From an optimization exercise on the open Yosys and OpenROAD flow, aimed at small area; shortcuts taken in it are not production practice.
RTL that was checked went through simulation tests only; none was proved equivalent to the original.

Setup of old:
Design cordic_pipelined, start of the top module:
module cordic_pipelined
(
	input  clk,rst,
	input  signed [15:0] z,
	output signed [15:0] x,y
);
	wire [15:0] zn1;
	cordic_zstep #(.W(16),.SITA(12868)) zs1 (.z_in(z), .z_out(zn1));
	reg [15:0] z1_r;
	reg [0:0] d1_r;
	always @ (posedge clk) begin z1_r <= zn1[15:0]; d1_r <= z[15]; end
	wire [15:0] zn2;
	cordic_zstep #(.W(16),.SITA(7596)) zs2 (.z_in(z1_r), .z_out(zn2));
	reg [14:0] z2_r;
	reg [1:0] d2_r;
	always @ (posedge clk) begin z2_r <= zn2[14:0]; d2_r <= {z1_r[15], d1_r}; end
	wire [14:0] zn3;
	cordic_zstep #(.W(15),.SITA(4014)) zs3 (.z_in(z2_r), .z_out(zn3));
	reg [14:0] z3_r;
	reg [2:0] d3_r;
	always @ (posedge clk) begin z3_r <= zn3[14:0]; d3_r <= {z2_r[14], d2_r}; end
	wire [14:0] zn4;
	cordic_zstep #(.W(15),.SITA(2037)) zs4 (.z_in(z3_r), .z_out(zn4));
	reg [13:0] z4_r;
	reg [3:0] d4_r;
	always @ (posedge clk) begin z4_r <= zn4[13:0]; d4_r <= {z3_r[14], d3_r}; end
	wire [13:0] zn5;
	cordic_zstep #(.W(14),.SITA(1023)) zs5 (.z_in(z4_r), .z_out(zn5));
	wire ovf = ~(&zn5[13:10]) & (|zn5[13:10]);
	wire [8:0] dl = ovf ? {9{zn5[13]}} : {zn5[10], ~zn5[9:2]};   
	reg [13:0] d5_r;   
	always @ (posedge clk) d5_r <= {dl[0],dl[1],dl[2],dl[3],dl[4],dl[5],dl[6],dl[7],dl[8], z4_r[13], d4_r};
	reg [13:0] d6_r;
	always @ (posedge clk) d6_r <= d5_r[13:0];
	reg [13:0] d7_r;
	always @ (posedge clk) d7_r <= d6_r[13:0];
	reg [13:0] d8_r;
	always @ (posedge clk) d8_r <= d7_r[13:0];
	reg [13:0] d9_r;
	always @ (posedge clk) d9_r <= d8_r[13:0];
  ...
Size in the first run: roughly 1,800 cells after synthesis, ~50 I/O pins, ~17,000 sq um of cells after synthesis.
==> module cordic_pipelined, before the edit <==
module cordic_pipelined
(
	input  clk,rst,
	input  signed [15:0] z,
	output signed [15:0] x,y
);
	wire [15:0] zn1;
	cordic_zstep #(.W(16),.SITA(12868)) zs1 (.z_in(z), .z_out(zn1));
	reg [15:0] z1_r;
	reg [0:0] d1_r;
	always @ (posedge clk) begin z1_r <= zn1[15:0]; d1_r <= z[15]; end
	wire [15:0] zn2;
	cordic_zstep #(.W(16),.SITA(7596)) zs2 (.z_in(z1_r), .z_out(zn2));
	reg [14:0] z2_r;
	reg [1:0] d2_r;
	always @ (posedge clk) begin z2_r <= zn2[14:0]; d2_r <= {z1_r[15], d1_r}; end
	wire [14:0] zn3;
	cordic_zstep #(.W(15),.SITA(4014)) zs3 (.z_in(z2_r), .z_out(zn3));
	reg [14:0] z3_r;
	reg [2:0] d3_r;
	always @ (posedge clk) begin z3_r <= zn3[14:0]; d3_r <= {z2_r[14], d2_r}; end
	wire [14:0] zn4;
	cordic_zstep #(.W(15),.SITA(2037)) zs4 (.z_in(z3_r), .z_out(zn4));
	reg [13:0] z4_r;
	reg [3:0] d4_r;
	always @ (posedge clk) begin z4_r <= zn4[13:0]; d4_r <= {z3_r[14], d3_r}; end
	wire [13:0] zn5;
	cordic_zstep #(.W(14),.SITA(1023)) zs5 (.z_in(z4_r), .z_out(zn5));
	wire ovf = ~(&zn5[13:10]) & (|zn5[13:10]);
	wire [8:0] dl = ovf ? {9{zn5[13]}} : {zn5[10], ~zn5[9:2]};   
	reg [13:0] d5_r;   
	always @ (posedge clk) d5_r <= {dl[0],dl[1],dl[2],dl[3],dl[4],dl[5],dl[6],dl[7],dl[8], z4_r[13], d4_r};
	reg [13:0] d6_r;
	always @ (posedge clk) d6_r <= d5_r[13:0];
	reg [13:0] d7_r;
	always @ (posedge clk) d7_r <= d6_r[13:0];
	reg [13:0] d8_r;
	always @ (posedge clk) d8_r <= d7_r[13:0];
	reg [13:0] d9_r;
	always @ (posedge clk) d9_r <= d8_r[13:0];
	wire [15:0] tx, ty;
	cordic_table tab (.d(d9_r[5:0]), .x(tx), .y(ty));
	wire [15:0] x7_c, y7_c;
	cordic_cell #(.N(6),.CS(5)) it6 (.d(d9_r[6]), .x_in(tx), .y_in(ty), .x_out(x7_c), .y_out(y7_c));
	reg [6:0] d10_r;
	always @ (posedge clk) d10_r <= d9_r[13:7];
	reg [15:0] x10_r, y10_r;
	always @ (posedge clk) begin x10_r <= x7_c; y10_r <= y7_c; end
	wire [15:0] x8_c, y8_c;
	cordic_cell #(.N(7)) it7 (.d(d10_r[0]), .x_in(x10_r), .y_in(y10_r), .x_out(x8_c), .y_out(y8_c));
	reg [5:0] d11_r;
	always @ (posedge clk) d11_r <= d10_r[6:1];
	reg [15:0] x11_r, y11_r;
	always @ (posedge clk) begin x11_r <= x8_c; y11_r <= y8_c; end
	wire [15:0] x9_c, y9_c;
	cordic_cell #(.N(8)) it8 (.d(d11_r[0]), .x_in(x11_r), .y_in(y11_r), .x_out(x9_c), .y_out(y9_c));
	reg [4:0] d12_r;
	always @ (posedge clk) d12_r <= d11_r[5:1];
	reg [15:0] x12_r, y12_r;
	always @ (posedge clk) begin x12_r <= x9_c; y12_r <= y9_c; end
	wire [15:0] x10_c, y10_c;
	cordic_cell #(.N(9)) it9 (.d(d12_r[0]), .x_in(x12_r), .y_in(y12_r), .x_out(x10_c), .y_out(y10_c));
	reg [3:0] d13_r;
	always @ (posedge clk) d13_r <= d12_r[4:1];
	reg [15:0] x13_r, y13_r;
	always @ (posedge clk) begin x13_r <= x10_c; y13_r <= y10_c; end
	wire [15:0] x11_c, y11_c;
	cordic_cell #(.N(10),.LA(1)) it10 (.d(d13_r[0]), .x_in(x13_r), .y_in(y13_r), .x_out(x11_c), .y_out(y11_c));
	wire [15:0] x12_c, y12_c;
	cordic_cell #(.N(11)) it11 (.d(d13_r[1]), .x_in(x11_c), .y_in(y11_c), .x_out(x12_c), .y_out(y12_c));
	reg [1:0] d14_r;
	always @ (posedge clk) d14_r <= d13_r[3:2];
	reg [15:0] x14_r, y14_r;
	always @ (posedge clk) begin x14_r <= x12_c; y14_r <= y12_c; end
	wire [15:0] x13_c, y13_c;
	cordic_cell #(.N(12),.LA(1)) it12 (.d(d14_r[0]), .x_in(x14_r), .y_in(y14_r), .x_out(x13_c), .y_out(y13_c));
	wire [15:0] x14_c, y14_c;
	cordic_cell #(.N(13)) it13 (.d(d14_r[1]), .x_in(x13_c), .y_in(y13_c), .x_out(x14_c), .y_out(y14_c));
	assign x = x14_c;
	assign y = y14_c;
endmodule
==> flow/config.mk <==
export PLATFORM = sky130hd
export DESIGN_NAME = cordic_pipelined
export DESIGN_NICKNAME = cordic_pipelined
export VERILOG_FILES = /design/flow/design.v
export SDC_FILE = /design/flow/constraint.sdc
export NUM_CORES = 4
export LEC_CHECK = 0
export CAP_MARGIN = 20
export CORE_MARGIN = 2
export CORE_UTILIZATION = 40
export CTS_BUF_LIST = sky130_fd_sc_hd__clkbuf_8
export CTS_CLUSTER_DIAMETER = 60
export CTS_CLUSTER_SIZE = 20
export SLEW_MARGIN = 20
==> flow/constraint.sdc <==
create_clock -name core_clock -period 7.0 [get_ports {clk}]
set_input_delay 1.4000 -clock core_clock [delete_from_list [all_inputs] [get_ports {clk}]]
set_output_delay 1.4000 -clock core_clock [all_outputs]
set_load 0.01 [all_outputs]
standard.sh (not shown) runs the stock make flow with config.mk's settings and CLKGATE_MAP_FILE= SYNTH_SCRIPT=/design/flow/synth_recipe.tcl, a recipe that flattens the netlist after the stock synthesis.
==> flow/flow/run.sh <==
#!/bin/bash
# Layout flow: the standard flow (standard.sh) with the synthesised netlist
# re-optimised before floorplanning. The registers (their names and cells),
# the full adders, half adders and ports are kept; only the gates between them
# change, and the logic function stays the same:
#   1. fixpol.py re-chooses the polarity of each full adder and XOR gate so
#      that the inverters Yosys's extract_fa left around them go away (a full
#      adder is self-dual; an XOR gate absorbs input inversions and can be
#      swapped for an XNOR);
#   2. ABC re-maps the remaining gates for area (deepsyn, then the ORFS area
#      script at the clock period);
#   3. fixpol.py again.
# Port buffers use buf_1. Each tool writes its full output to a log file of its
# own in this folder.
set -euo pipefail
W=$(pwd)
R="$W/orfs/results/${FLOW_PLATFORM}/cordic_pipelined/base"
LIB="$FLOW_HOME/platforms/${FLOW_PLATFORM}/lib/sky130_fd_sc_hd__tt_025C_1v80.lib"
YOSYS="$FLOW_HOME/../tools/install/yosys/bin/yosys"
[[ -x "$YOSYS" ]] || YOSYS=yosys
PORTBUF="BUFFER_PORTS_ARGS=-buffer_cell sky130_fd_sc_hd__buf_1"
DONTUSE=$(sed -n '/^export DONT_USE_CELLS/,/^$/p' "$FLOW_HOME/platforms/${FLOW_PLATFORM}/config.mk" \
  | grep -o 'sky130_fd_sc_hd__[a-z0-9_]*' | sed 's/^/-dont_use /' | tr '\n' ' ')
PERIOD_PS=$(python3 -c "print(int(round(float('$FLOW_PERIOD_NS') * 1000)))")

# 1. standard synthesis (synth_recipe.tcl), netlist only
bash standard.sh "$PORTBUF" "$R/1_2_yosys.v" > "$W/flow_01_synth.log" 2>&1
cp "$R/1_2_yosys.v" "$W/net_0_synth.v"

top_only() {  # keep only the top module of a Yosys-written netlist
  python3 - "$1" "$2" "$FLOW_TOP" <<'PY'
import re, sys
t = open(sys.argv[1]).read()
mods = re.split(r'(?=^module )', t, flags=re.M)
keep = [m for m in mods if re.match(r'module %s\s*\(' % re.escape(sys.argv[3]), m)]
assert len(keep) == 1
open(sys.argv[2], 'w').write(keep[0])
PY
}

fixpol() {  # $1 in.v $2 out.v $3 log tag
  "$YOSYS" -p "read_liberty -lib $LIB; read_verilog $1; hierarchy -top $FLOW_TOP; write_json $W/$3_in.json" > "$W/flow_$3_read.log" 2>&1
  python3 "$W/flow/fixpol.py" "$W/$3_in.json" "$W/$3_out.json" > "$W/flow_$3_fixpol.log" 2>&1
  "$YOSYS" -p "read_json $W/$3_out.json; hierarchy -top $FLOW_TOP; opt_clean; write_verilog -noattr -nohex -nodec $W/$3_all.v" > "$W/flow_$3_write.log" 2>&1
  top_only "$W/$3_all.v" "$2"
}

# 2. polarity fix
fixpol "$W/net_0_synth.v" "$W/net_1_fixpol.v" 02

# 3. area re-mapping of the gates between registers, adders and ports
cat > "$W/resyn.abc" <<ABC
strash
&get -n
&deepsyn -T 60
&put
dch
map -B 0.9
topo
stime -c
buffer -c
upsize -c
dnsize -c
ABC
KEEP="sky130_fd_sc_hd__fa_1 sky130_fd_sc_hd__fa_2 sky130_fd_sc_hd__fa_4 sky130_fd_sc_hd__ha_1 sky130_fd_sc_hd__ha_2 sky130_fd_sc_hd__ha_4 sky130_fd_sc_hd__dfxtp_1 sky130_fd_sc_hd__dfxtp_2 sky130_fd_sc_hd__dfxtp_4 sky130_fd_sc_hd__conb_1"
"$YOSYS" -p "read_liberty -ignore_miss_func $LIB; read_verilog $W/net_1_fixpol.v; hierarchy -top $FLOW_TOP; \
  setattr -mod -set keep_hierarchy 1 $KEEP; flatten; opt_clean; select $FLOW_TOP; \
  abc -D $PERIOD_PS -script $W/resyn.abc -liberty $LIB $DONTUSE; select -clear; opt_clean; \
  hierarchy -top $FLOW_TOP; write_verilog -noattr -nohex -nodec $W/03_all.v" > "$W/flow_03_resyn.log" 2>&1
top_only "$W/03_all.v" "$W/net_2_resyn.v"

# 4. polarity fix again
fixpol "$W/net_2_resyn.v" "$W/net_3_fixpol.v" 04

# keep the re-optimised netlist only if it has the same registers
python3 - "$W/net_0_synth.v" "$W/net_3_fixpol.v" > "$W/flow_05_regcheck.log" 2>&1 <<'PY'
import re, sys
def regs(f):
    t = open(f).read()
    return sorted(re.findall(r'(sky130_fd_sc_hd__df\w+)\s+(\S+)\s*\(', t))
a, b = regs(sys.argv[1]), regs(sys.argv[2])
print(len(a), 'registers in synthesis,', len(b), 'after')
assert [n for _, n in a] == [n for _, n in b], 'register names differ'
PY
cp "$W/net_3_fixpol.v" "$R/1_2_yosys.v"

# 5. the rest of the standard flow, from the re-optimised netlist
bash standard.sh "$PORTBUF" finish > "$W/flow_06_layout.log" 2>&1
Other scripts of this flow, unchanged in this note and not shown: flow/flow/fixpol.py
[inputs] new vs old
diff --git a/flow/design.v b/flow/design.v
--- a/flow/design.v
+++ b/flow/design.v
@@ -210,42 +210,44 @@
 	reg [13:0] d7_r;
 	always @ (posedge clk) d7_r <= d6_r[13:0];
 	reg [13:0] d8_r;
 	always @ (posedge clk) d8_r <= d7_r[13:0];
-	reg [13:0] d9_r;
-	always @ (posedge clk) d9_r <= d8_r[13:0];
 	wire [15:0] tx, ty;
-	cordic_table tab (.d(d9_r[5:0]), .x(tx), .y(ty));
+	cordic_table tab (.d(d8_r[5:0]), .x(tx), .y(ty));
 	wire [15:0] x7_c, y7_c;
-	cordic_cell #(.N(6),.CS(5)) it6 (.d(d9_r[6]), .x_in(tx), .y_in(ty), .x_out(x7_c), .y_out(y7_c));
-	reg [6:0] d10_r;
-	always @ (posedge clk) d10_r <= d9_r[13:7];
+	cordic_cell #(.N(6),.CS(5)) it6 (.d(d8_r[6]), .x_in(tx), .y_in(ty), .x_out(x7_c), .y_out(y7_c));
+	reg [6:0] d9_r;
+	always @ (posedge clk) d9_r <= d8_r[13:7];
+	reg [15:0] x9_r, y9_r;
+	always @ (posedge clk) begin x9_r <= x7_c; y9_r <= y7_c; end
+	wire [15:0] x8_c, y8_c;
+	cordic_cell #(.N(7)) it7 (.d(d9_r[0]), .x_in(x9_r), .y_in(y9_r), .x_out(x8_c), .y_out(y8_c));
+	reg [5:0] d10_r;
+	always @ (posedge clk) d10_r <= d9_r[6:1];
 	reg [15:0] x10_r, y10_r;
-	always @ (posedge clk) begin x10_r <= x7_c; y10_r <= y7_c; end
-	wire [15:0] x8_c, y8_c;
-	cordic_cell #(.N(7)) it7 (.d(d10_r[0]), .x_in(x10_r), .y_in(y10_r), .x_out(x8_c), .y_out(y8_c));
-	reg [5:0] d11_r;
-	always @ (posedge clk) d11_r <= d10_r[6:1];
+	always @ (posedge clk) begin x10_r <= x8_c; y10_r <= y8_c; end
+	wire [15:0] x9_c, y9_c;
+	cordic_cell #(.N(8)) it8 (.d(d10_r[0]), .x_in(x10_r), .y_in(y10_r), .x_out(x9_c), .y_out(y9_c));
+	reg [4:0] d11_r;
+	always @ (posedge clk) d11_r <= d10_r[5:1];
 	reg [15:0] x11_r, y11_r;
-	always @ (posedge clk) begin x11_r <= x8_c; y11_r <= y8_c; end
-	wire [15:0] x9_c, y9_c;
-	cordic_cell #(.N(8)) it8 (.d(d11_r[0]), .x_in(x11_r), .y_in(y11_r), .x_out(x9_c), .y_out(y9_c));
-	reg [4:0] d12_r;
-	always @ (posedge clk) d12_r <= d11_r[5:1];
+	always @ (posedge clk) begin x11_r <= x9_c; y11_r <= y9_c; end
+	wire [15:0] x10_c, y10_c;
+	cordic_cell #(.N(9)) it9 (.d(d11_r[0]), .x_in(x11_r), .y_in(y11_r), .x_out(x10_c), .y_out(y10_c));
+	reg [3:0] d12_r;
+	always @ (posedge clk) d12_r <= d11_r[4:1];
 	reg [15:0] x12_r, y12_r;
-	always @ (posedge clk) begin x12_r <= x9_c; y12_r <= y9_c; end
-	wire [15:0] x10_c, y10_c;
-	cordic_cell #(.N(9)) it9 (.d(d12_r[0]), .x_in(x12_r), .y_in(y12_r), .x_out(x10_c), .y_out(y10_c));
-	reg [3:0] d13_r;
-	always @ (posedge clk) d13_r <= d12_r[4:1];
+	always @ (posedge clk) begin x12_r <= x10_c; y12_r <= y10_c; end
+	wire [15:0] x11_c, y11_c;
+	cordic_cell #(.N(10)) it10 (.d(d12_r[0]), .x_in(x12_r), .y_in(y12_r), .x_out(x11_c), .y_out(y11_c));
+	reg [2:0] d13_r;
+	always @ (posedge clk) d13_r <= d12_r[3:1];
 	reg [15:0] x13_r, y13_r;
-	always @ (posedge clk) begin x13_r <= x10_c; y13_r <= y10_c; end
-	wire [15:0] x11_c, y11_c;
-	cordic_cell #(.N(10),.LA(1)) it10 (.d(d13_r[0]), .x_in(x13_r), .y_in(y13_r), .x_out(x11_c), .y_out(y11_c));
+	always @ (posedge clk) begin x13_r <= x11_c; y13_r <= y11_c; end
 	wire [15:0] x12_c, y12_c;
-	cordic_cell #(.N(11)) it11 (.d(d13_r[1]), .x_in(x11_c), .y_in(y11_c), .x_out(x12_c), .y_out(y12_c));
+	cordic_cell #(.N(11)) it11 (.d(d13_r[0]), .x_in(x13_r), .y_in(y13_r), .x_out(x12_c), .y_out(y12_c));
 	reg [1:0] d14_r;
-	always @ (posedge clk) d14_r <= d13_r[3:2];
+	always @ (posedge clk) d14_r <= d13_r[2:1];
 	reg [15:0] x14_r, y14_r;
 	always @ (posedge clk) begin x14_r <= x12_c; y14_r <= y12_c; end
 	wire [15:0] x13_c, y13_c;
 	cordic_cell #(.N(12),.LA(1)) it12 (.d(d14_r[0]), .x_in(x14_r), .y_in(y14_r), .x_out(x13_c), .y_out(y13_c));
==> comparison <==
- Number of cells in the finished layout apart from fillers up 99 in new wrt old
- Re depth of the critical timing path with buffers and inverters included: no difference whatsoever between new and old.
- Summary of new over old: sequential share of layout area increased by 1.2 points relative to the old numbers; synthesized cell count grew by 61; area after synthesis higher.
- Compared to old, new has number of clock buffer instances in the layout 3 lower.
- Looking only at slew at the pin closest to its max-slew limit, and setting everything else aside, the lower value of new and old goes to old.
- Final instance area up about 2.8% in new wrt old
- new vs old: final cycle utilization of the critical path down in new
- Density: new sparser than old
- Per the comparison of new with old, die height increased by 4.0 um relative to the old numbers, worst setup slack increased by 27 ps relative to the old numbers.
Function not checked in new: the RTL went through the layout flow alone.

[static timing again, ports no longer ideal]
Ports are ideal in the flow. The routed layouts listed here were re-timed in OpenROAD.
Step 1: set_driving_cell puts a clkbuf_16 on clk and a buf_2 on each other input, an assumption about the parent block.
Step 2 times the ports against the registers' clock, not the clock port: input delays grow and output delays shrink by t, the midpoint of the rising clock arrivals with the driver on.
a / b / c = ideal / step 1 / step 2; a / b = the first two.
run | t, ns | setup WS [ns] | latest minus earliest clock arrival (ns) | worst register clock-pin slew, ns
old | 0.619 | 0.395 / 0.350 / -0.093 | 0.070 / 0.070 | 0.11 / 0.11
new | 0.612 | 0.422 / 0.376 / -0.112 | 0.053 / 0.054 | 0.11 / 0.11
Met with ideal ports but missed after step 2: setup timing in old and new. The setup slack of new, which loses most, moves by -0.046 ns with the drivers and by -0.534 ns with both steps.
